Background: an optimization exercise with open tools, aiming at small area, a short achievable clock period and few clock cycles per item. Do not read the settings as production practice. The RTL of this run was laid out without a check of its function.

==> flow/design.v <==
module des(ck,rst,keyin,k,datin,p,e,f,ev,rdy);
    input   ck, keyin, datin;
    input   f;
    input   [64:1]  p, k;
    output  [64:1]  e;
    input   rst;
    output  ev, rdy;
    assign rdy = 1'b1;
    reg [56:1] kE, kD;
    wire [56:1] kp = {k[4],k[12],k[20],k[28],k[5],k[13],k[21],k[29],k[37],k[45],k[53],k[61],k[6],k[14],k[22],k[30],k[38],k[46],k[54],k[62],k[7],k[15],k[23],k[31],k[39],k[47],k[55],k[63],k[36],k[44],k[52],k[60],k[3],k[11],k[19],k[27],k[35],k[43],k[51],k[59],k[2],k[10],k[18],k[26],k[34],k[42],k[50],k[58],k[1],k[9],k[17],k[25],k[33],k[41],k[49],k[57]};
    always @(posedge ck) begin
        if (keyin) begin
            kE <= f ? kp : 56'd0;
            kD <= f ? 56'd0 : kp;
        end
    end
    wire [48:1] ks1 = {kE[33] | kD[32], kE[30] | kD[29], kE[37] | kD[36], kE[51] | kD[50], kE[43] | kD[42], kE[47] | kD[46], kE[54] | kD[53], kE[35] | kD[34], kE[29] | kD[56], kE[40] | kD[39], kE[50] | kD[49], kE[45] | kD[44], kE[49] | kD[48], kE[34] | kD[33], kE[46] | kD[45], kE[52] | kD[51], kE[41] | kD[40], kE[31] | kD[30], kE[56] | kD[55], kE[48] | kD[47], kE[38] | kD[37], kE[32] | kD[31], kE[53] | kD[52], kE[42] | kD[41], kE[3] | kD[2], kE[14] | kD[13], kE[21] | kD[20], kE[28] | kD[27], kE[8] | kD[7], kE[17] | kD[16], kE[9] | kD[8], kE[27] | kD[26], kE[5] | kD[4], kE[13] | kD[12], kE[20] | kD[19], kE[24] | kD[23], kE[11] | kD[10], kE[22] | kD[21], kE[7] | kD[6], kE[16] | kD[15], kE[1] | kD[28], kE[4] | kD[3], kE[6] | kD[5], kE[2] | kD[1], kE[25] | kD[24], kE[12] | kD[11], kE[18] | kD[17], kE[15] | kD[14]};
    wire [48:1] ks2 = {kE[34] | kD[31], kE[31] | kD[56], kE[38] | kD[35], kE[52] | kD[49], kE[44] | kD[41], kE[48] | kD[45], kE[55] | kD[52], kE[36] | kD[33], kE[30] | kD[55], kE[41] | kD[38], kE[51] | kD[48], kE[46] | kD[43], kE[50] | kD[47], kE[35] | kD[32], kE[47] | kD[44], kE[53] | kD[50], kE[42] | kD[39], kE[32] | kD[29], kE[29] | kD[54], kE[49] | kD[46], kE[39] | kD[36], kE[33] | kD[30], kE[54] | kD[51], kE[43] | kD[40], kE[4] | kD[1], kE[15] | kD[12], kE[22] | kD[19], kE[1] | kD[26], kE[9] | kD[6], kE[18] | kD[15], kE[10] | kD[7], kE[28] | kD[25], kE[6] | kD[3], kE[14] | kD[11], kE[21] | kD[18], kE[25] | kD[22], kE[12] | kD[9], kE[23] | kD[20], kE[8] | kD[5], kE[17] | kD[14], kE[2] | kD[27], kE[5] | kD[2], kE[7] | kD[4], kE[3] | kD[28], kE[26] | kD[23], kE[13] | kD[10], kE[19] | kD[16], kE[16] | kD[13]};
    wire [48:1] ks3 = {kE[36] | kD[29], kE[33] | kD[54], kE[40] | kD[33], kE[54] | kD[47], kE[46] | kD[39], kE[50] | kD[43], kE[29] | kD[50], kE[38] | kD[31], kE[32] | kD[53], kE[43] | kD[36], kE[53] | kD[46], kE[48] | kD[41], kE[52] | kD[45], kE[37] | kD[30], kE[49] | kD[42], kE[55] | kD[48], kE[44] | kD[37], kE[34] | kD[55], kE[31] | kD[52], kE[51] | kD[44], kE[41] | kD[34], kE[35] | kD[56], kE[56] | kD[49], kE[45] | kD[38], kE[6] | kD[27], kE[17] | kD[10], kE[24] | kD[17], kE[3] | kD[24], kE[11] | kD[4], kE[20] | kD[13], kE[12] | kD[5], kE[2] | kD[23], kE[8] | kD[1], kE[16] | kD[9], kE[23] | kD[16], kE[27] | kD[20], kE[14] | kD[7], kE[25] | kD[18], kE[10] | kD[3], kE[19] | kD[12], kE[4] | kD[25], kE[7] | kD[28], kE[9] | kD[2], kE[5] | kD[26], kE[28] | kD[21], kE[15] | kD[8], kE[21] | kD[14], kE[18] | kD[11]};
    wire [48:1] ks4 = {kE[38] | kD[55], kE[35] | kD[52], kE[42] | kD[31], kE[56] | kD[45], kE[48] | kD[37], kE[52] | kD[41], kE[31] | kD[48], kE[40] | kD[29], kE[34] | kD[51], kE[45] | kD[34], kE[55] | kD[44], kE[50] | kD[39], kE[54] | kD[43], kE[39] | kD[56], kE[51] | kD[40], kE[29] | kD[46], kE[46] | kD[35], kE[36] | kD[53], kE[33] | kD[50], kE[53] | kD[42], kE[43] | kD[32], kE[37] | kD[54], kE[30] | kD[47], kE[47] | kD[36], kE[8] | kD[25], kE[19] | kD[8], kE[26] | kD[15], kE[5] | kD[22], kE[13] | kD[2], kE[22] | kD[11], kE[14] | kD[3], kE[4] | kD[21], kE[10] | kD[27], kE[18] | kD[7], kE[25] | kD[14], kE[1] | kD[18], kE[16] | kD[5], kE[27] | kD[16], kE[12] | kD[1], kE[21] | kD[10], kE[6] | kD[23], kE[9] | kD[26], kE[11] | kD[28], kE[7] | kD[24], kE[2] | kD[19], kE[17] | kD[6], kE[23] | kD[12], kE[20] | kD[9]};
    wire [48:1] ks5 = {kE[40] | kD[53], kE[37] | kD[50], kE[44] | kD[29], kE[30] | kD[43], kE[50] | kD[35], kE[54] | kD[39], kE[33] | kD[46], kE[42] | kD[55], kE[36] | kD[49], kE[47] | kD[32], kE[29] | kD[42], kE[52] | kD[37], kE[56] | kD[41], kE[41] | kD[54], kE[53] | kD[38], kE[31] | kD[44], kE[48] | kD[33], kE[38] | kD[51], kE[35] | kD[48], kE[55] | kD[40], kE[45] | kD[30], kE[39] | kD[52], kE[32] | kD[45], kE[49] | kD[34], kE[10] | kD[23], kE[21] | kD[6], kE[28] | kD[13], kE[7] | kD[20], kE[15] | kD[28], kE[24] | kD[9], kE[16] | kD[1], kE[6] | kD[19], kE[12] | kD[25], kE[20] | kD[5], kE[27] | kD[12], kE[3] | kD[16], kE[18] | kD[3], kE[1] | kD[14], kE[14] | kD[27], kE[23] | kD[8], kE[8] | kD[21], kE[11] | kD[24], kE[13] | kD[26], kE[9] | kD[22], kE[4] | kD[17], kE[19] | kD[4], kE[25] | kD[10], kE[22] | kD[7]};
    wire [48:1] ks6 = {kE[42] | kD[51], kE[39] | kD[48], kE[46] | kD[55], kE[32] | kD[41], kE[52] | kD[33], kE[56] | kD[37], kE[35] | kD[44], kE[44] | kD[53], kE[38] | kD[47], kE[49] | kD[30], kE[31] | kD[40], kE[54] | kD[35], kE[30] | kD[39], kE[43] | kD[52], kE[55] | kD[36], kE[33] | kD[42], kE[50] | kD[31], kE[40] | kD[49], kE[37] | kD[46], kE[29] | kD[38], kE[47] | kD[56], kE[41] | kD[50], kE[34] | kD[43], kE[51] | kD[32], kE[12] | kD[21], kE[23] | kD[4], kE[2] | kD[11], kE[9] | kD[18], kE[17] | kD[26], kE[26] | kD[7], kE[18] | kD[27], kE[8] | kD[17], kE[14] | kD[23], kE[22] | kD[3], kE[1] | kD[10], kE[5] | kD[14], kE[20] | kD[1], kE[3] | kD[12], kE[16] | kD[25], kE[25] | kD[6], kE[10] | kD[19], kE[13] | kD[22], kE[15] | kD[24], kE[11] | kD[20], kE[6] | kD[15], kE[21] | kD[2], kE[27] | kD[8], kE[24] | kD[5]};
    wire [48:1] ks7 = {kE[44] | kD[49], kE[41] | kD[46], kE[48] | kD[53], kE[34] | kD[39], kE[54] | kD[31], kE[30] | kD[35], kE[37] | kD[42], kE[46] | kD[51], kE[40] | kD[45], kE[51] | kD[56], kE[33] | kD[38], kE[56] | kD[33], kE[32] | kD[37], kE[45] | kD[50], kE[29] | kD[34], kE[35] | kD[40], kE[52] | kD[29], kE[42] | kD[47], kE[39] | kD[44], kE[31] | kD[36], kE[49] | kD[54], kE[43] | kD[48], kE[36] | kD[41], kE[53] | kD[30], kE[14] | kD[19], kE[25] | kD[2], kE[4] | kD[9], kE[11] | kD[16], kE[19] | kD[24], kE[28] | kD[5], kE[20] | kD[25], kE[10] | kD[15], kE[16] | kD[21], kE[24] | kD[1], kE[3] | kD[8], kE[7] | kD[12], kE[22] | kD[27], kE[5] | kD[10], kE[18] | kD[23], kE[27] | kD[4], kE[12] | kD[17], kE[15] | kD[20], kE[17] | kD[22], kE[13] | kD[18], kE[8] | kD[13], kE[23] | kD[28], kE[1] | kD[6], kE[26] | kD[3]};
    wire [48:1] ks8 = {kE[46] | kD[47], kE[43] | kD[44], kE[50] | kD[51], kE[36] | kD[37], kE[56] | kD[29], kE[32] | kD[33], kE[39] | kD[40], kE[48] | kD[49], kE[42] | kD[43], kE[53] | kD[54], kE[35] | kD[36], kE[30] | kD[31], kE[34] | kD[35], kE[47] | kD[48], kE[31] | kD[32], kE[37] | kD[38], kE[54] | kD[55], kE[44] | kD[45], kE[41] | kD[42], kE[33] | kD[34], kE[51] | kD[52], kE[45] | kD[46], kE[38] | kD[39], kE[55] | kD[56], kE[16] | kD[17], kE[27] | kD[28], kE[6] | kD[7], kE[13] | kD[14], kE[21] | kD[22], kE[2] | kD[3], kE[22] | kD[23], kE[12] | kD[13], kE[18] | kD[19], kE[26] | kD[27], kE[5] | kD[6], kE[9] | kD[10], kE[24] | kD[25], kE[7] | kD[8], kE[20] | kD[21], kE[1] | kD[2], kE[14] | kD[15], kE[17] | kD[18], kE[19] | kD[20], kE[15] | kD[16], kE[10] | kD[11], kE[25] | kD[26], kE[3] | kD[4], kE[28] | kD[1]};
    wire [48:1] ks9 = {kE[47] | kD[46], kE[44] | kD[43], kE[51] | kD[50], kE[37] | kD[36], kE[29] | kD[56], kE[33] | kD[32], kE[40] | kD[39], kE[49] | kD[48], kE[43] | kD[42], kE[54] | kD[53], kE[36] | kD[35], kE[31] | kD[30], kE[35] | kD[34], kE[48] | kD[47], kE[32] | kD[31], kE[38] | kD[37], kE[55] | kD[54], kE[45] | kD[44], kE[42] | kD[41], kE[34] | kD[33], kE[52] | kD[51], kE[46] | kD[45], kE[39] | kD[38], kE[56] | kD[55], kE[17] | kD[16], kE[28] | kD[27], kE[7] | kD[6], kE[14] | kD[13], kE[22] | kD[21], kE[3] | kD[2], kE[23] | kD[22], kE[13] | kD[12], kE[19] | kD[18], kE[27] | kD[26], kE[6] | kD[5], kE[10] | kD[9], kE[25] | kD[24], kE[8] | kD[7], kE[21] | kD[20], kE[2] | kD[1], kE[15] | kD[14], kE[18] | kD[17], kE[20] | kD[19], kE[16] | kD[15], kE[11] | kD[10], kE[26] | kD[25], kE[4] | kD[3], kE[1] | kD[28]};
    wire [48:1] ks10 = {kE[49] | kD[44], kE[46] | kD[41], kE[53] | kD[48], kE[39] | kD[34], kE[31] | kD[54], kE[35] | kD[30], kE[42] | kD[37], kE[51] | kD[46], kE[45] | kD[40], kE[56] | kD[51], kE[38] | kD[33], kE[33] | kD[56], kE[37] | kD[32], kE[50] | kD[45], kE[34] | kD[29], kE[40] | kD[35], kE[29] | kD[52], kE[47] | kD[42], kE[44] | kD[39], kE[36] | kD[31], kE[54] | kD[49], kE[48] | kD[43], kE[41] | kD[36], kE[30] | kD[53], kE[19] | kD[14], kE[2] | kD[25], kE[9] | kD[4], kE[16] | kD[11], kE[24] | kD[19], kE[5] | kD[28], kE[25] | kD[20], kE[15] | kD[10], kE[21] | kD[16], kE[1] | kD[24], kE[8] | kD[3], kE[12] | kD[7], kE[27] | kD[22], kE[10] | kD[5], kE[23] | kD[18], kE[4] | kD[27], kE[17] | kD[12], kE[20] | kD[15], kE[22] | kD[17], kE[18] | kD[13], kE[13] | kD[8], kE[28] | kD[23], kE[6] | kD[1], kE[3] | kD[26]};
    wire [48:1] ks11 = {kE[51] | kD[42], kE[48] | kD[39], kE[55] | kD[46], kE[41] | kD[32], kE[33] | kD[52], kE[37] | kD[56], kE[44] | kD[35], kE[53] | kD[44], kE[47] | kD[38], kE[30] | kD[49], kE[40] | kD[31], kE[35] | kD[54], kE[39] | kD[30], kE[52] | kD[43], kE[36] | kD[55], kE[42] | kD[33], kE[31] | kD[50], kE[49] | kD[40], kE[46] | kD[37], kE[38] | kD[29], kE[56] | kD[47], kE[50] | kD[41], kE[43] | kD[34], kE[32] | kD[51], kE[21] | kD[12], kE[4] | kD[23], kE[11] | kD[2], kE[18] | kD[9], kE[26] | kD[17], kE[7] | kD[26], kE[27] | kD[18], kE[17] | kD[8], kE[23] | kD[14], kE[3] | kD[22], kE[10] | kD[1], kE[14] | kD[5], kE[1] | kD[20], kE[12] | kD[3], kE[25] | kD[16], kE[6] | kD[25], kE[19] | kD[10], kE[22] | kD[13], kE[24] | kD[15], kE[20] | kD[11], kE[15] | kD[6], kE[2] | kD[21], kE[8] | kD[27], kE[5] | kD[24]};
    wire [48:1] ks12 = {kE[53] | kD[40], kE[50] | kD[37], kE[29] | kD[44], kE[43] | kD[30], kE[35] | kD[50], kE[39] | kD[54], kE[46] | kD[33], kE[55] | kD[42], kE[49] | kD[36], kE[32] | kD[47], kE[42] | kD[29], kE[37] | kD[52], kE[41] | kD[56], kE[54] | kD[41], kE[38] | kD[53], kE[44] | kD[31], kE[33] | kD[48], kE[51] | kD[38], kE[48] | kD[35], kE[40] | kD[55], kE[30] | kD[45], kE[52] | kD[39], kE[45] | kD[32], kE[34] | kD[49], kE[23] | kD[10], kE[6] | kD[21], kE[13] | kD[28], kE[20] | kD[7], kE[28] | kD[15], kE[9] | kD[24], kE[1] | kD[16], kE[19] | kD[6], kE[25] | kD[12], kE[5] | kD[20], kE[12] | kD[27], kE[16] | kD[3], kE[3] | kD[18], kE[14] | kD[1], kE[27] | kD[14], kE[8] | kD[23], kE[21] | kD[8], kE[24] | kD[11], kE[26] | kD[13], kE[22] | kD[9], kE[17] | kD[4], kE[4] | kD[19], kE[10] | kD[25], kE[7] | kD[22]};
    wire [48:1] ks13 = {kE[55] | kD[38], kE[52] | kD[35], kE[31] | kD[42], kE[45] | kD[56], kE[37] | kD[48], kE[41] | kD[52], kE[48] | kD[31], kE[29] | kD[40], kE[51] | kD[34], kE[34] | kD[45], kE[44] | kD[55], kE[39] | kD[50], kE[43] | kD[54], kE[56] | kD[39], kE[40] | kD[51], kE[46] | kD[29], kE[35] | kD[46], kE[53] | kD[36], kE[50] | kD[33], kE[42] | kD[53], kE[32] | kD[43], kE[54] | kD[37], kE[47] | kD[30], kE[36] | kD[47], kE[25] | kD[8], kE[8] | kD[19], kE[15] | kD[26], kE[22] | kD[5], kE[2] | kD[13], kE[11] | kD[22], kE[3] | kD[14], kE[21] | kD[4], kE[27] | kD[10], kE[7] | kD[18], kE[14] | kD[25], kE[18] | kD[1], kE[5] | kD[16], kE[16] | kD[27], kE[1] | kD[12], kE[10] | kD[21], kE[23] | kD[6], kE[26] | kD[9], kE[28] | kD[11], kE[24] | kD[7], kE[19] | kD[2], kE[6] | kD[17], kE[12] | kD[23], kE[9] | kD[20]};
    wire [48:1] ks14 = {kE[29] | kD[36], kE[54] | kD[33], kE[33] | kD[40], kE[47] | kD[54], kE[39] | kD[46], kE[43] | kD[50], kE[50] | kD[29], kE[31] | kD[38], kE[53] | kD[32], kE[36] | kD[43], kE[46] | kD[53], kE[41] | kD[48], kE[45] | kD[52], kE[30] | kD[37], kE[42] | kD[49], kE[48] | kD[55], kE[37] | kD[44], kE[55] | kD[34], kE[52] | kD[31], kE[44] | kD[51], kE[34] | kD[41], kE[56] | kD[35], kE[49] | kD[56], kE[38] | kD[45], kE[27] | kD[6], kE[10] | kD[17], kE[17] | kD[24], kE[24] | kD[3], kE[4] | kD[11], kE[13] | kD[20], kE[5] | kD[12], kE[23] | kD[2], kE[1] | kD[8], kE[9] | kD[16], kE[16] | kD[23], kE[20] | kD[27], kE[7] | kD[14], kE[18] | kD[25], kE[3] | kD[10], kE[12] | kD[19], kE[25] | kD[4], kE[28] | kD[7], kE[2] | kD[9], kE[26] | kD[5], kE[21] | kD[28], kE[8] | kD[15], kE[14] | kD[21], kE[11] | kD[18]};
    wire [48:1] ks15 = {kE[31] | kD[34], kE[56] | kD[31], kE[35] | kD[38], kE[49] | kD[52], kE[41] | kD[44], kE[45] | kD[48], kE[52] | kD[55], kE[33] | kD[36], kE[55] | kD[30], kE[38] | kD[41], kE[48] | kD[51], kE[43] | kD[46], kE[47] | kD[50], kE[32] | kD[35], kE[44] | kD[47], kE[50] | kD[53], kE[39] | kD[42], kE[29] | kD[32], kE[54] | kD[29], kE[46] | kD[49], kE[36] | kD[39], kE[30] | kD[33], kE[51] | kD[54], kE[40] | kD[43], kE[1] | kD[4], kE[12] | kD[15], kE[19] | kD[22], kE[26] | kD[1], kE[6] | kD[9], kE[15] | kD[18], kE[7] | kD[10], kE[25] | kD[28], kE[3] | kD[6], kE[11] | kD[14], kE[18] | kD[21], kE[22] | kD[25], kE[9] | kD[12], kE[20] | kD[23], kE[5] | kD[8], kE[14] | kD[17], kE[27] | kD[2], kE[2] | kD[5], kE[4] | kD[7], kE[28] | kD[3], kE[23] | kD[26], kE[10] | kD[13], kE[16] | kD[19], kE[13] | kD[16]};
    wire [48:1] ks16 = {kE[32] | kD[33], kE[29] | kD[30], kE[36] | kD[37], kE[50] | kD[51], kE[42] | kD[43], kE[46] | kD[47], kE[53] | kD[54], kE[34] | kD[35], kE[56] | kD[29], kE[39] | kD[40], kE[49] | kD[50], kE[44] | kD[45], kE[48] | kD[49], kE[33] | kD[34], kE[45] | kD[46], kE[51] | kD[52], kE[40] | kD[41], kE[30] | kD[31], kE[55] | kD[56], kE[47] | kD[48], kE[37] | kD[38], kE[31] | kD[32], kE[52] | kD[53], kE[41] | kD[42], kE[2] | kD[3], kE[13] | kD[14], kE[20] | kD[21], kE[27] | kD[28], kE[7] | kD[8], kE[16] | kD[17], kE[8] | kD[9], kE[26] | kD[27], kE[4] | kD[5], kE[12] | kD[13], kE[19] | kD[20], kE[23] | kD[24], kE[10] | kD[11], kE[21] | kD[22], kE[6] | kD[7], kE[15] | kD[16], kE[28] | kD[1], kE[3] | kD[4], kE[5] | kD[6], kE[1] | kD[2], kE[24] | kD[25], kE[11] | kD[12], kE[17] | kD[18], kE[14] | kD[15]};
    reg [64:1] x0;
    reg v0;
    always @(posedge ck) begin
        x0 <= {p[7],p[15],p[23],p[31],p[39],p[47],p[55],p[63],p[5],p[13],p[21],p[29],p[37],p[45],p[53],p[61],p[3],p[11],p[19],p[27],p[35],p[43],p[51],p[59],p[1],p[9],p[17],p[25],p[33],p[41],p[49],p[57],p[8],p[16],p[24],p[32],p[40],p[48],p[56],p[64],p[6],p[14],p[22],p[30],p[38],p[46],p[54],p[62],p[4],p[12],p[20],p[28],p[36],p[44],p[52],p[60],p[2],p[10],p[18],p[26],p[34],p[42],p[50],p[58]};
        v0 <= datin & ~keyin & ~rst;
    end
    wire [64:1] r1;
    des_round u1(.x(x0), .ks(ks1), .y(r1));
    wire [64:1] r2;
    des_round u2(.x(r1), .ks(ks2), .y(r2));
    wire [64:1] r3;
    des_round u3(.x(r2), .ks(ks3), .y(r3));
    wire [64:1] r4;
    des_round u4(.x(r3), .ks(ks4), .y(r4));
    wire [64:1] r5;
    des_round u5(.x(r4), .ks(ks5), .y(r5));
    wire [64:1] r6;
    des_round u6(.x(r5), .ks(ks6), .y(r6));
    wire [64:1] r7;
    des_round u7(.x(r6), .ks(ks7), .y(r7));
    wire [64:1] r8;
    des_round u8(.x(r7), .ks(ks8), .y(r8));
    reg [64:1] x1;
    reg v1;
    always @(posedge ck) begin
        x1 <= r8;
        v1 <= v0 & ~rst;
    end
    wire [64:1] r9;
    des_round u9(.x(x1), .ks(ks9), .y(r9));
    wire [64:1] r10;
    des_round u10(.x(r9), .ks(ks10), .y(r10));
    wire [64:1] r11;
    des_round u11(.x(r10), .ks(ks11), .y(r11));
    wire [64:1] r12;
    des_round u12(.x(r11), .ks(ks12), .y(r12));
    wire [64:1] r13;
    des_round u13(.x(r12), .ks(ks13), .y(r13));
    wire [64:1] r14;
    des_round u14(.x(r13), .ks(ks14), .y(r14));
    wire [64:1] r15;
    des_round u15(.x(r14), .ks(ks15), .y(r15));
    wire [64:1] r16;
    des_round u16(.x(r15), .ks(ks16), .y(r16));
    reg [64:1] e;
    reg ev;
    always @(posedge ck) begin
        e <= {r16[57],r16[25],r16[49],r16[17],r16[41],r16[9],r16[33],r16[1],r16[58],r16[26],r16[50],r16[18],r16[42],r16[10],r16[34],r16[2],r16[59],r16[27],r16[51],r16[19],r16[43],r16[11],r16[35],r16[3],r16[60],r16[28],r16[52],r16[20],r16[44],r16[12],r16[36],r16[4],r16[61],r16[29],r16[53],r16[21],r16[45],r16[13],r16[37],r16[5],r16[62],r16[30],r16[54],r16[22],r16[46],r16[14],r16[38],r16[6],r16[63],r16[31],r16[55],r16[23],r16[47],r16[15],r16[39],r16[7],r16[64],r16[32],r16[56],r16[24],r16[48],r16[16],r16[40],r16[8]};
        ev <= v1 & ~rst;
    end
endmodule
module des_round(input [64:1] x, input [48:1] ks, output [64:1] y);
    wire [48:1] ex = {x[33],x[64],x[63],x[62],x[61],x[60],x[61],x[60],x[59],x[58],x[57],x[56],x[57],x[56],x[55],x[54],x[53],x[52],x[53],x[52],x[51],x[50],x[49],x[48],x[49],x[48],x[47],x[46],x[45],x[44],x[45],x[44],x[43],x[42],x[41],x[40],x[41],x[40],x[39],x[38],x[37],x[36],x[37],x[36],x[35],x[34],x[33],x[64]};
    wire [48:1] rk = ex ^ ks;
    wire [32:1] rs;
    des_sb1 s1(.i(rk[6:1]), .o(rs[4:1]));
    des_sb2 s2(.i(rk[12:7]), .o(rs[8:5]));
    des_sb3 s3(.i(rk[18:13]), .o(rs[12:9]));
    des_sb4 s4(.i(rk[24:19]), .o(rs[16:13]));
    des_sb5 s5(.i(rk[30:25]), .o(rs[20:17]));
    des_sb6 s6(.i(rk[36:31]), .o(rs[24:21]));
    des_sb7 s7(.i(rk[42:37]), .o(rs[28:25]));
    des_sb8 s8(.i(rk[48:43]), .o(rs[32:29]));
    wire [32:1] pr = {rs[25],rs[4],rs[11],rs[22],rs[6],rs[30],rs[13],rs[19],rs[9],rs[3],rs[27],rs[32],rs[14],rs[24],rs[8],rs[2],rs[10],rs[31],rs[18],rs[5],rs[26],rs[23],rs[15],rs[1],rs[17],rs[28],rs[12],rs[29],rs[21],rs[20],rs[7],rs[16]};
    assign y = {x[32:1] ^ pr, x[64:33]};
endmodule
module des_sb1(input [5:0] i, output reg [3:0] o);
    always @* begin
        case (i)
            6'd0: o = 4'd7;
            6'd1: o = 4'd2;
            6'd2: o = 4'd12;
            6'd3: o = 4'd15;
            6'd4: o = 4'd4;
            6'd5: o = 4'd11;
            6'd6: o = 4'd10;
            6'd7: o = 4'd12;
            6'd8: o = 4'd11;
            6'd9: o = 4'd7;
            6'd10: o = 4'd6;
            6'd11: o = 4'd9;
            6'd12: o = 4'd13;
            6'd13: o = 4'd4;
            6'd14: o = 4'd0;
            6'd15: o = 4'd10;
            6'd16: o = 4'd2;
            6'd17: o = 4'd8;
            6'd18: o = 4'd5;
            6'd19: o = 4'd3;
            6'd20: o = 4'd15;
            6'd21: o = 4'd6;
            6'd22: o = 4'd9;
            6'd23: o = 4'd5;
            6'd24: o = 4'd8;
            6'd25: o = 4'd1;
            6'd26: o = 4'd3;
            6'd27: o = 4'd14;
            6'd28: o = 4'd1;
            6'd29: o = 4'd13;
            6'd30: o = 4'd14;
            6'd31: o = 4'd0;
            6'd32: o = 4'd0;
            6'd33: o = 4'd15;
            6'd34: o = 4'd5;
            6'd35: o = 4'd10;
            6'd36: o = 4'd7;
            6'd37: o = 4'd2;
            6'd38: o = 4'd9;
            6'd39: o = 4'd5;
            6'd40: o = 4'd14;
            6'd41: o = 4'd1;
            6'd42: o = 4'd3;
            6'd43: o = 4'd12;
            6'd44: o = 4'd11;
            6'd45: o = 4'd8;
            6'd46: o = 4'd12;
            6'd47: o = 4'd6;
            6'd48: o = 4'd15;
            6'd49: o = 4'd3;
            6'd50: o = 4'd6;
            6'd51: o = 4'd13;
            6'd52: o = 4'd4;
            6'd53: o = 4'd9;
            6'd54: o = 4'd10;
            6'd55: o = 4'd0;
            6'd56: o = 4'd2;
            6'd57: o = 4'd4;
            6'd58: o = 4'd13;
            6'd59: o = 4'd7;
            6'd60: o = 4'd8;
            6'd61: o = 4'd14;
            6'd62: o = 4'd1;
            6'd63: o = 4'd11;
        endcase
    end
endmodule
module des_sb2(input [5:0] i, output reg [3:0] o);
    always @* begin
        case (i)
            6'd0: o = 4'd15;
            6'd1: o = 4'd0;
            6'd2: o = 4'd9;
            6'd3: o = 4'd10;
            6'd4: o = 4'd6;
            6'd5: o = 4'd5;
            6'd6: o = 4'd3;
            6'd7: o = 4'd9;
            6'd8: o = 4'd1;
            6'd9: o = 4'd14;
            6'd10: o = 4'd4;
            6'd11: o = 4'd3;
            6'd12: o = 4'd12;
            6'd13: o = 4'd11;
            6'd14: o = 4'd10;
            6'd15: o = 4'd4;
            6'd16: o = 4'd8;
            6'd17: o = 4'd7;
            6'd18: o = 4'd14;
            6'd19: o = 4'd1;
            6'd20: o = 4'd13;
            6'd21: o = 4'd2;
            6'd22: o = 4'd0;
            6'd23: o = 4'd12;
            6'd24: o = 4'd7;
            6'd25: o = 4'd13;
            6'd26: o = 4'd11;
            6'd27: o = 4'd6;
            6'd28: o = 4'd2;
            6'd29: o = 4'd8;
            6'd30: o = 4'd5;
            6'd31: o = 4'd15;
            6'd32: o = 4'd12;
            6'd33: o = 4'd11;
            6'd34: o = 4'd3;
            6'd35: o = 4'd13;
            6'd36: o = 4'd15;
            6'd37: o = 4'd12;
            6'd38: o = 4'd6;
            6'd39: o = 4'd0;
            6'd40: o = 4'd2;
            6'd41: o = 4'd5;
            6'd42: o = 4'd8;
            6'd43: o = 4'd14;
            6'd44: o = 4'd1;
            6'd45: o = 4'd2;
            6'd46: o = 4'd13;
            6'd47: o = 4'd7;
            6'd48: o = 4'd11;
            6'd49: o = 4'd1;
            6'd50: o = 4'd0;
            6'd51: o = 4'd6;
            6'd52: o = 4'd4;
            6'd53: o = 4'd15;
            6'd54: o = 4'd9;
            6'd55: o = 4'd10;
            6'd56: o = 4'd14;
            6'd57: o = 4'd8;
            6'd58: o = 4'd5;
            6'd59: o = 4'd3;
            6'd60: o = 4'd7;
            6'd61: o = 4'd4;
            6'd62: o = 4'd10;
            6'd63: o = 4'd9;
        endcase
    end
endmodule
module des_sb3(input [5:0] i, output reg [3:0] o);
    always @* begin
        case (i)
            6'd0: o = 4'd5;
            6'd1: o = 4'd11;
            6'd2: o = 4'd8;
            6'd3: o = 4'd13;
            6'd4: o = 4'd6;
            6'd5: o = 4'd1;
            6'd6: o = 4'd13;
            6'd7: o = 4'd10;
            6'd8: o = 4'd9;
            6'd9: o = 4'd2;
            6'd10: o = 4'd3;
            6'd11: o = 4'd4;
            6'd12: o = 4'd15;
            6'd13: o = 4'd12;
            6'd14: o = 4'd4;
            6'd15: o = 4'd7;
            6'd16: o = 4'd0;
            6'd17: o = 4'd6;
            6'd18: o = 4'd11;
            6'd19: o = 4'd8;
            6'd20: o = 4'd12;
            6'd21: o = 4'd15;
            6'd22: o = 4'd2;
            6'd23: o = 4'd5;
            6'd24: o = 4'd7;
            6'd25: o = 4'd9;
            6'd26: o = 4'd14;
            6'd27: o = 4'd3;
            6'd28: o = 4'd10;
            6'd29: o = 4'd0;
            6'd30: o = 4'd1;
            6'd31: o = 4'd14;
            6'd32: o = 4'd11;
            6'd33: o = 4'd8;
            6'd34: o = 4'd4;
            6'd35: o = 4'd2;
            6'd36: o = 4'd12;
            6'd37: o = 4'd6;
            6'd38: o = 4'd3;
            6'd39: o = 4'd13;
            6'd40: o = 4'd0;
            6'd41: o = 4'd11;
            6'd42: o = 4'd10;
            6'd43: o = 4'd7;
            6'd44: o = 4'd6;
            6'd45: o = 4'd1;
            6'd46: o = 4'd15;
            6'd47: o = 4'd4;
            6'd48: o = 4'd14;
            6'd49: o = 4'd5;
            6'd50: o = 4'd1;
            6'd51: o = 4'd15;
            6'd52: o = 4'd2;
            6'd53: o = 4'd9;
            6'd54: o = 4'd13;
            6'd55: o = 4'd10;
            6'd56: o = 4'd9;
            6'd57: o = 4'd0;
            6'd58: o = 4'd7;
            6'd59: o = 4'd12;
            6'd60: o = 4'd5;
            6'd61: o = 4'd14;
            6'd62: o = 4'd8;
            6'd63: o = 4'd3;
        endcase
    end
endmodule
module des_sb4(input [5:0] i, output reg [3:0] o);
    always @* begin
        case (i)
            6'd0: o = 4'd14;
            6'd1: o = 4'd5;
            6'd2: o = 4'd8;
            6'd3: o = 4'd15;
            6'd4: o = 4'd0;
            6'd5: o = 4'd3;
            6'd6: o = 4'd13;
            6'd7: o = 4'd10;
            6'd8: o = 4'd7;
            6'd9: o = 4'd9;
            6'd10: o = 4'd1;
            6'd11: o = 4'd12;
            6'd12: o = 4'd9;
            6'd13: o = 4'd14;
            6'd14: o = 4'd2;
            6'd15: o = 4'd1;
            6'd16: o = 4'd11;
            6'd17: o = 4'd6;
            6'd18: o = 4'd4;
            6'd19: o = 4'd8;
            6'd20: o = 4'd6;
            6'd21: o = 4'd13;
            6'd22: o = 4'd3;
            6'd23: o = 4'd4;
            6'd24: o = 4'd12;
            6'd25: o = 4'd0;
            6'd26: o = 4'd10;
            6'd27: o = 4'd7;
            6'd28: o = 4'd5;
            6'd29: o = 4'd11;
            6'd30: o = 4'd15;
            6'd31: o = 4'd2;
            6'd32: o = 4'd11;
            6'd33: o = 4'd12;
            6'd34: o = 4'd2;
            6'd35: o = 4'd9;
            6'd36: o = 4'd6;
            6'd37: o = 4'd5;
            6'd38: o = 4'd8;
            6'd39: o = 4'd3;
            6'd40: o = 4'd13;
            6'd41: o = 4'd0;
            6'd42: o = 4'd4;
            6'd43: o = 4'd10;
            6'd44: o = 4'd0;
            6'd45: o = 4'd11;
            6'd46: o = 4'd7;
            6'd47: o = 4'd4;
            6'd48: o = 4'd1;
            6'd49: o = 4'd15;
            6'd50: o = 4'd14;
            6'd51: o = 4'd2;
            6'd52: o = 4'd15;
            6'd53: o = 4'd8;
            6'd54: o = 4'd5;
            6'd55: o = 4'd14;
            6'd56: o = 4'd10;
            6'd57: o = 4'd6;
            6'd58: o = 4'd3;
            6'd59: o = 4'd13;
            6'd60: o = 4'd12;
            6'd61: o = 4'd1;
            6'd62: o = 4'd9;
            6'd63: o = 4'd7;
        endcase
    end
endmodule
module des_sb5(input [5:0] i, output reg [3:0] o);
    always @* begin
        case (i)
            6'd0: o = 4'd4;
            6'd1: o = 4'd2;
            6'd2: o = 4'd1;
            6'd3: o = 4'd15;
            6'd4: o = 4'd14;
            6'd5: o = 4'd5;
            6'd6: o = 4'd11;
            6'd7: o = 4'd6;
            6'd8: o = 4'd2;
            6'd9: o = 4'd8;
            6'd10: o = 4'd12;
            6'd11: o = 4'd3;
            6'd12: o = 4'd13;
            6'd13: o = 4'd14;
            6'd14: o = 4'd7;
            6'd15: o = 4'd0;
            6'd16: o = 4'd3;
            6'd17: o = 4'd4;
            6'd18: o = 4'd10;
            6'd19: o = 4'd9;
            6'd20: o = 4'd5;
            6'd21: o = 4'd11;
            6'd22: o = 4'd0;
            6'd23: o = 4'd12;
            6'd24: o = 4'd8;
            6'd25: o = 4'd13;
            6'd26: o = 4'd15;
            6'd27: o = 4'd10;
            6'd28: o = 4'd6;
            6'd29: o = 4'd1;
            6'd30: o = 4'd9;
            6'd31: o = 4'd7;
            6'd32: o = 4'd7;
            6'd33: o = 4'd13;
            6'd34: o = 4'd10;
            6'd35: o = 4'd6;
            6'd36: o = 4'd2;
            6'd37: o = 4'd8;
            6'd38: o = 4'd12;
            6'd39: o = 4'd5;
            6'd40: o = 4'd4;
            6'd41: o = 4'd3;
            6'd42: o = 4'd15;
            6'd43: o = 4'd0;
            6'd44: o = 4'd11;
            6'd45: o = 4'd4;
            6'd46: o = 4'd1;
            6'd47: o = 4'd10;
            6'd48: o = 4'd13;
            6'd49: o = 4'd1;
            6'd50: o = 4'd0;
            6'd51: o = 4'd15;
            6'd52: o = 4'd14;
            6'd53: o = 4'd7;
            6'd54: o = 4'd9;
            6'd55: o = 4'd2;
            6'd56: o = 4'd3;
            6'd57: o = 4'd14;
            6'd58: o = 4'd5;
            6'd59: o = 4'd9;
            6'd60: o = 4'd8;
            6'd61: o = 4'd11;
            6'd62: o = 4'd6;
            6'd63: o = 4'd12;
        endcase
    end
endmodule
module des_sb6(input [5:0] i, output reg [3:0] o);
    always @* begin
        case (i)
            6'd0: o = 4'd3;
            6'd1: o = 4'd9;
            6'd2: o = 4'd0;
            6'd3: o = 4'd14;
            6'd4: o = 4'd9;
            6'd5: o = 4'd4;
            6'd6: o = 4'd7;
            6'd7: o = 4'd8;
            6'd8: o = 4'd5;
            6'd9: o = 4'd15;
            6'd10: o = 4'd12;
            6'd11: o = 4'd2;
            6'd12: o = 4'd6;
            6'd13: o = 4'd3;
            6'd14: o = 4'd10;
            6'd15: o = 4'd13;
            6'd16: o = 4'd8;
            6'd17: o = 4'd7;
            6'd18: o = 4'd11;
            6'd19: o = 4'd0;
            6'd20: o = 4'd4;
            6'd21: o = 4'd1;
            6'd22: o = 4'd14;
            6'd23: o = 4'd11;
            6'd24: o = 4'd15;
            6'd25: o = 4'd10;
            6'd26: o = 4'd2;
            6'd27: o = 4'd5;
            6'd28: o = 4'd1;
            6'd29: o = 4'd12;
            6'd30: o = 4'd13;
            6'd31: o = 4'd6;
            6'd32: o = 4'd5;
            6'd33: o = 4'd2;
            6'd34: o = 4'd6;
            6'd35: o = 4'd13;
            6'd36: o = 4'd14;
            6'd37: o = 4'd9;
            6'd38: o = 4'd0;
            6'd39: o = 4'd6;
            6'd40: o = 4'd2;
            6'd41: o = 4'd4;
            6'd42: o = 4'd11;
            6'd43: o = 4'd8;
            6'd44: o = 4'd9;
            6'd45: o = 4'd15;
            6'd46: o = 4'd12;
            6'd47: o = 4'd1;
            6'd48: o = 4'd15;
            6'd49: o = 4'd12;
            6'd50: o = 4'd8;
            6'd51: o = 4'd7;
            6'd52: o = 4'd3;
            6'd53: o = 4'd10;
            6'd54: o = 4'd13;
            6'd55: o = 4'd0;
            6'd56: o = 4'd4;
            6'd57: o = 4'd3;
            6'd58: o = 4'd7;
            6'd59: o = 4'd14;
            6'd60: o = 4'd10;
            6'd61: o = 4'd5;
            6'd62: o = 4'd1;
            6'd63: o = 4'd11;
        endcase
    end
endmodule
module des_sb7(input [5:0] i, output reg [3:0] o);
    always @* begin
        case (i)
            6'd0: o = 4'd2;
            6'd1: o = 4'd8;
            6'd2: o = 4'd12;
            6'd3: o = 4'd5;
            6'd4: o = 4'd15;
            6'd5: o = 4'd3;
            6'd6: o = 4'd10;
            6'd7: o = 4'd0;
            6'd8: o = 4'd4;
            6'd9: o = 4'd13;
            6'd10: o = 4'd9;
            6'd11: o = 4'd6;
            6'd12: o = 4'd1;
            6'd13: o = 4'd14;
            6'd14: o = 4'd6;
            6'd15: o = 4'd9;
            6'd16: o = 4'd13;
            6'd17: o = 4'd2;
            6'd18: o = 4'd3;
            6'd19: o = 4'd15;
            6'd20: o = 4'd0;
            6'd21: o = 4'd12;
            6'd22: o = 4'd5;
            6'd23: o = 4'd10;
            6'd24: o = 4'd7;
            6'd25: o = 4'd11;
            6'd26: o = 4'd14;
            6'd27: o = 4'd1;
            6'd28: o = 4'd11;
            6'd29: o = 4'd7;
            6'd30: o = 4'd8;
            6'd31: o = 4'd4;
            6'd32: o = 4'd11;
            6'd33: o = 4'd6;
            6'd34: o = 4'd7;
            6'd35: o = 4'd9;
            6'd36: o = 4'd2;
            6'd37: o = 4'd8;
            6'd38: o = 4'd4;
            6'd39: o = 4'd7;
            6'd40: o = 4'd13;
            6'd41: o = 4'd11;
            6'd42: o = 4'd10;
            6'd43: o = 4'd0;
            6'd44: o = 4'd8;
            6'd45: o = 4'd5;
            6'd46: o = 4'd1;
            6'd47: o = 4'd12;
            6'd48: o = 4'd0;
            6'd49: o = 4'd13;
            6'd50: o = 4'd12;
            6'd51: o = 4'd10;
            6'd52: o = 4'd9;
            6'd53: o = 4'd2;
            6'd54: o = 4'd15;
            6'd55: o = 4'd4;
            6'd56: o = 4'd14;
            6'd57: o = 4'd1;
            6'd58: o = 4'd3;
            6'd59: o = 4'd15;
            6'd60: o = 4'd5;
            6'd61: o = 4'd14;
            6'd62: o = 4'd6;
            6'd63: o = 4'd3;
        endcase
    end
endmodule
module des_sb8(input [5:0] i, output reg [3:0] o);
    always @* begin
        case (i)
            6'd0: o = 4'd11;
            6'd1: o = 4'd14;
            6'd2: o = 4'd5;
            6'd3: o = 4'd0;
            6'd4: o = 4'd6;
            6'd5: o = 4'd9;
            6'd6: o = 4'd10;
            6'd7: o = 4'd15;
            6'd8: o = 4'd1;
            6'd9: o = 4'd2;
            6'd10: o = 4'd12;
            6'd11: o = 4'd5;
            6'd12: o = 4'd13;
            6'd13: o = 4'd7;
            6'd14: o = 4'd3;
            6'd15: o = 4'd10;
            6'd16: o = 4'd4;
            6'd17: o = 4'd13;
            6'd18: o = 4'd9;
            6'd19: o = 4'd6;
            6'd20: o = 4'd15;
            6'd21: o = 4'd3;
            6'd22: o = 4'd0;
            6'd23: o = 4'd12;
            6'd24: o = 4'd2;
            6'd25: o = 4'd8;
            6'd26: o = 4'd7;
            6'd27: o = 4'd11;
            6'd28: o = 4'd8;
            6'd29: o = 4'd4;
            6'd30: o = 4'd14;
            6'd31: o = 4'd1;
            6'd32: o = 4'd8;
            6'd33: o = 4'd4;
            6'd34: o = 4'd3;
            6'd35: o = 4'd15;
            6'd36: o = 4'd5;
            6'd37: o = 4'd2;
            6'd38: o = 4'd0;
            6'd39: o = 4'd12;
            6'd40: o = 4'd11;
            6'd41: o = 4'd7;
            6'd42: o = 4'd6;
            6'd43: o = 4'd9;
            6'd44: o = 4'd14;
            6'd45: o = 4'd1;
            6'd46: o = 4'd9;
            6'd47: o = 4'd6;
            6'd48: o = 4'd15;
            6'd49: o = 4'd8;
            6'd50: o = 4'd10;
            6'd51: o = 4'd3;
            6'd52: o = 4'd12;
            6'd53: o = 4'd5;
            6'd54: o = 4'd7;
            6'd55: o = 4'd10;
            6'd56: o = 4'd1;
            6'd57: o = 4'd14;
            6'd58: o = 4'd13;
            6'd59: o = 4'd0;
            6'd60: o = 4'd2;
            6'd61: o = 4'd11;
            6'd62: o = 4'd4;
            6'd63: o = 4'd13;
        endcase
    end
endmodule
==> flow/run.sh <==
#!/bin/bash
# synth_recipe.tcl (not shown) runs the flow's synth.tcl, then flattens the netlist and writes it again
# the make line also repeats each setting of config.mk as NAME=value (left out here)
make -C /OpenROAD-flow-scripts/flow DESIGN_CONFIG=/design/flow/config.mk WORK_HOME=/design/flow/orfs CLKGATE_MAP_FILE= SYNTH_SCRIPT=/design/flow/synth_recipe.tcl finish
==> flow/config.mk <==
export PLATFORM = sky130hd
export DESIGN_NAME = des
export DESIGN_NICKNAME = des
export VERILOG_FILES = /design/flow/design.v
export SDC_FILE = /design/flow/constraint.sdc
export NUM_CORES = 8
export LEC_CHECK = 0
export ABC_AREA = 1
export CAP_MARGIN = 20
export CORE_MARGIN = 2
export CORE_UTILIZATION = 40
export SLEW_MARGIN = 20
==> flow/constraint.sdc <==
create_clock -name core_clock -period 60.0 [get_ports {ck}]
set_input_delay 12.0000 -clock core_clock [delete_from_list [all_inputs] [get_ports {ck}]]
set_output_delay 12.0000 -clock core_clock [all_outputs]
set_load 0.01 [all_outputs]
==> run notes <==
==> flip-flops by register name, indices dropped and copies added, names as in the netlist <==
register and count:
e 64, v0 1, kE 56, v1 1, kD 56, ev 1, x1 64, x0 64
==> cell type report <==
class | count | area (sq um) | area share [%]
well taps | 3919 | 4900 | 3.95
inverters | 2222 | 8370 | 6.75
flip-flops and latches | 307 | 7270 | 5.86
diodes | 190 | 475 | 0.383
repair buffers | 347 | 3100 | 2.49
clock buffers | 50 | 1110 | 0.895
multi-input cells | 19600 | 98600 | 79.5
clock inverters | 26 | 277 | 0.223
==> cells by family (layout without fill, tap and decap cells) <==
logic type / Yosys count / after routing / synth area share, %
flops: 307 / 307 / 6.13
xor+xnor: 223 / 223 / 3.34
compound gates: 371 / 371 / 1.73
other cells: 1 / 191 / 0.00317
simple gates: 18100 / 18100 / 69.0
fa+ha+maj: 869 / 869 / 9.18
buf+inv: 2759 / 2645 / 10.7
==> metal layers <==
layer | part of all wire, % | GRT usage (%) | vias to the layer above | routed length (microns)
met5 | 0.022 | 0 | - | 146
met4 | 12 | 42.8 | 20 | 78300
met3 | 13 | 13.2 | 2550 | 87200
met2 | 39 | 60.4 | 11000 | 266000
met1 | 36 | 50.0 | 72200 | 243000
li1 | - | - | 73800 | -
==> final timing paths <==
kind                             from     end
worst max-delay path            kE[1]  x1[59]
worst min-delay path               v0      v1
worst max register to register  kE[1]  x1[59]
worst min register to register     v0      v1
==> tightest hold or removal path, stage by stage (launching register included) <==
cell	delay, ns
dfxtp_1	0.30
inv_1	0.04
nor2_1	0.03
==> stage by stage <==
stage | hold WS, ns | utilization, % | instances
2_1_floorplan | 0.388 | - | 22600
3_3_place_gp | 0.391 | 41.5 | 26400
3_5_place_dp | 0.399 | 41.5 | 26400
4_1_cts | 0.405 | 42.0 | 26400
5_1_grt | 0.439 | 42.1 | 26500
6_report | 0.402 | 42.2 | 26600
==> synthesized netlist by cell type (57+ instances only) <==
| cell type | n | share of area [%] |
|---|---|---|
| a21oi_1 | 85 | 0.36 |
| buf_2 | 57 | 0.24 |
| buf_4 | 231 | 1.5 |
| buf_6 | 159 | 1.5 |
| clkbuf_1 | 78 | 0.25 |
| dfxtp_1 | 195 | 3.3 |
| edfxtp_1 | 112 | 2.8 |
| ha_1 | 869 | 9.2 |
| inv_1 | 1943 | 6.2 |
| inv_2 | 251 | 0.80 |
| nand2_1 | 8705 | 28 |
| nand2_2 | 915 | 4.8 |
| nand2_4 | 97 | 0.92 |
| nand3_1 | 7058 | 30 |
| nand3_2 | 197 | 1.7 |
| nand3b_1 | 69 | 0.44 |
| nor2_1 | 958 | 3.0 |
| o21ai_0 | 97 | 0.41 |
| o21ai_1 | 121 | 0.51 |
| xor2_2 | 58 | 0.80 |
==> impl_metrics.yaml <==
worst_hold_path:
  hold_class: "register to register"
  hold_depth: 2
drt:
  detail_route.iter0.violations: 24100
  drt_wl_total_mm: 675
  drtPass1Iterations: 7
  ant_nets: 0
  wl_per_cell_microns: 25.3
  post-route-drc-count: 0
  viasPerCell: 5.99
  route.vias.total: 160000
clock_tree:
  worstSkewPairLatency_ns: 0.74
  cts_tree: "yes"
  cts_buffer_depth: 3
  root_buffer: "clkbuf_16"
  htreeDepth: 2
  cts.clk_slew.worst_paths_ns: 0.07
  cts_resized: 0
  numCtsBuffers: 42
  post_cts_buffers: 0
  clkSinkCount: 307
  hold_buffers: 0
floorplan:
  num_rows: 199
  start_util_pct: 40.3
  core_sq_um: 294000
  die_h_microns: 548
  die-area_sq_um: 301000
  dieWidth_microns: 548
  io_pins: 199
setup_path:
  crit_fanout: 16
  r2r_cells: 86
  cp_data_arrival_time_ns: 17.76
  rrSetupSlack_ns: 42.58
  slowest_delay_ns: 1.13
  crit_buf_inv: 5
  crit_cells: 86
  cpLargestDelayFamily: "simple AND/OR/NAND/NOR gates"
  crit_top_cell: "nand2_1"
  endpoint_kind: "register"
  crit_type: "register to register"
  startpoint_type: "register"
  slowest_stage: "edfxtp_1"
  critPathRequiredTime_ns: 60.34
yosys:
  ys_seq_elements: 307
  yosysWarnings: 9
  ys_async_sr_fraction_pct: 0
  synth_cell_type_count: 51
  synth_cells: 22600
  yosysSeqAreaShare_pct: 6.13
  synth-edff-count: 112
  synthFlopType: "dfxtp_1"
  syn-cell-area_sq_um: 118000
  syn-num-nets: 23600
  avgSynthCellArea_sq_um: 5.23
cells_and_area:
  nNetsFinal: 23500
  n_fill_cell: 33500
  mostFrequentLayoutCell: "nand2_1"
  drive_above_1_share_pct: 8.61
  area_growth_syn_to_layout_pct: 4.74
  final_cell_mix: "nand2_1 (8,705), nand3_1 (7,058), inv_1 (1,943)"
  fin_area_sq_um: 124000
global_routing:
  grt_first_pass_wirelength_mm: 941
  overflow: 0
  grt_pass1_vias: 136000
  grt_antenna_before_repair: 77
  grt_max_degree: 67
  track_usage_pct: 42.7
sta:
  worst_pin_slew_ns: 1.20
  skew_ns: 0.0888
  final_max_slew_viol_count: 0
  timing.setup.tns_ns: 0
  post-route-period-util_pct: 29.0
  min_period_ns: 17.42
  hold_viol_final: 0
  fmax_mhz: 57.4
  rsz0062_at_grt: "no"
  slew_headroom_pct: 20.0
  setup_slack_ns: 42.58
  setup_viol: 0
run:
  maxCapViolCount: 0
placed_design:
  numPortBuffers: 189
  dp_hpwl_mm: 526
  placed_area_sq_um: 122000
  dp_slack_ns: 43.64
  gp_congestion: 1.10
run_status:
  status: "timing/DRC/antenna clean"

static timing again, ports no longer ideal:
The results above use ideal ports. As a check the final layout listed here was re-extracted and re-timed, cells and wires unchanged. Step 1 assumes that a clkbuf_16 drives the clock port and a buf_2 every other input. Step 2 times the ports against the registers' clock, not the clock port: input delays grow and output delays shrink by t, the midpoint of the rising clock arrivals with the driver on. Slacks: ideal ports / drivers / drivers and shift; pairs: ideal ports / drivers.
t, ns: 0.809
setup WS [ns]: 42.585 / 42.585 / 42.585
worst data-port slew with drivers (ns): 0.07
cell pins on the clock port's net: 1
After both steps setup and hold are still met in this run. For this run, drivers alone change the setup slack by 0.000 ns; drivers and shift together by 0.000 ns.
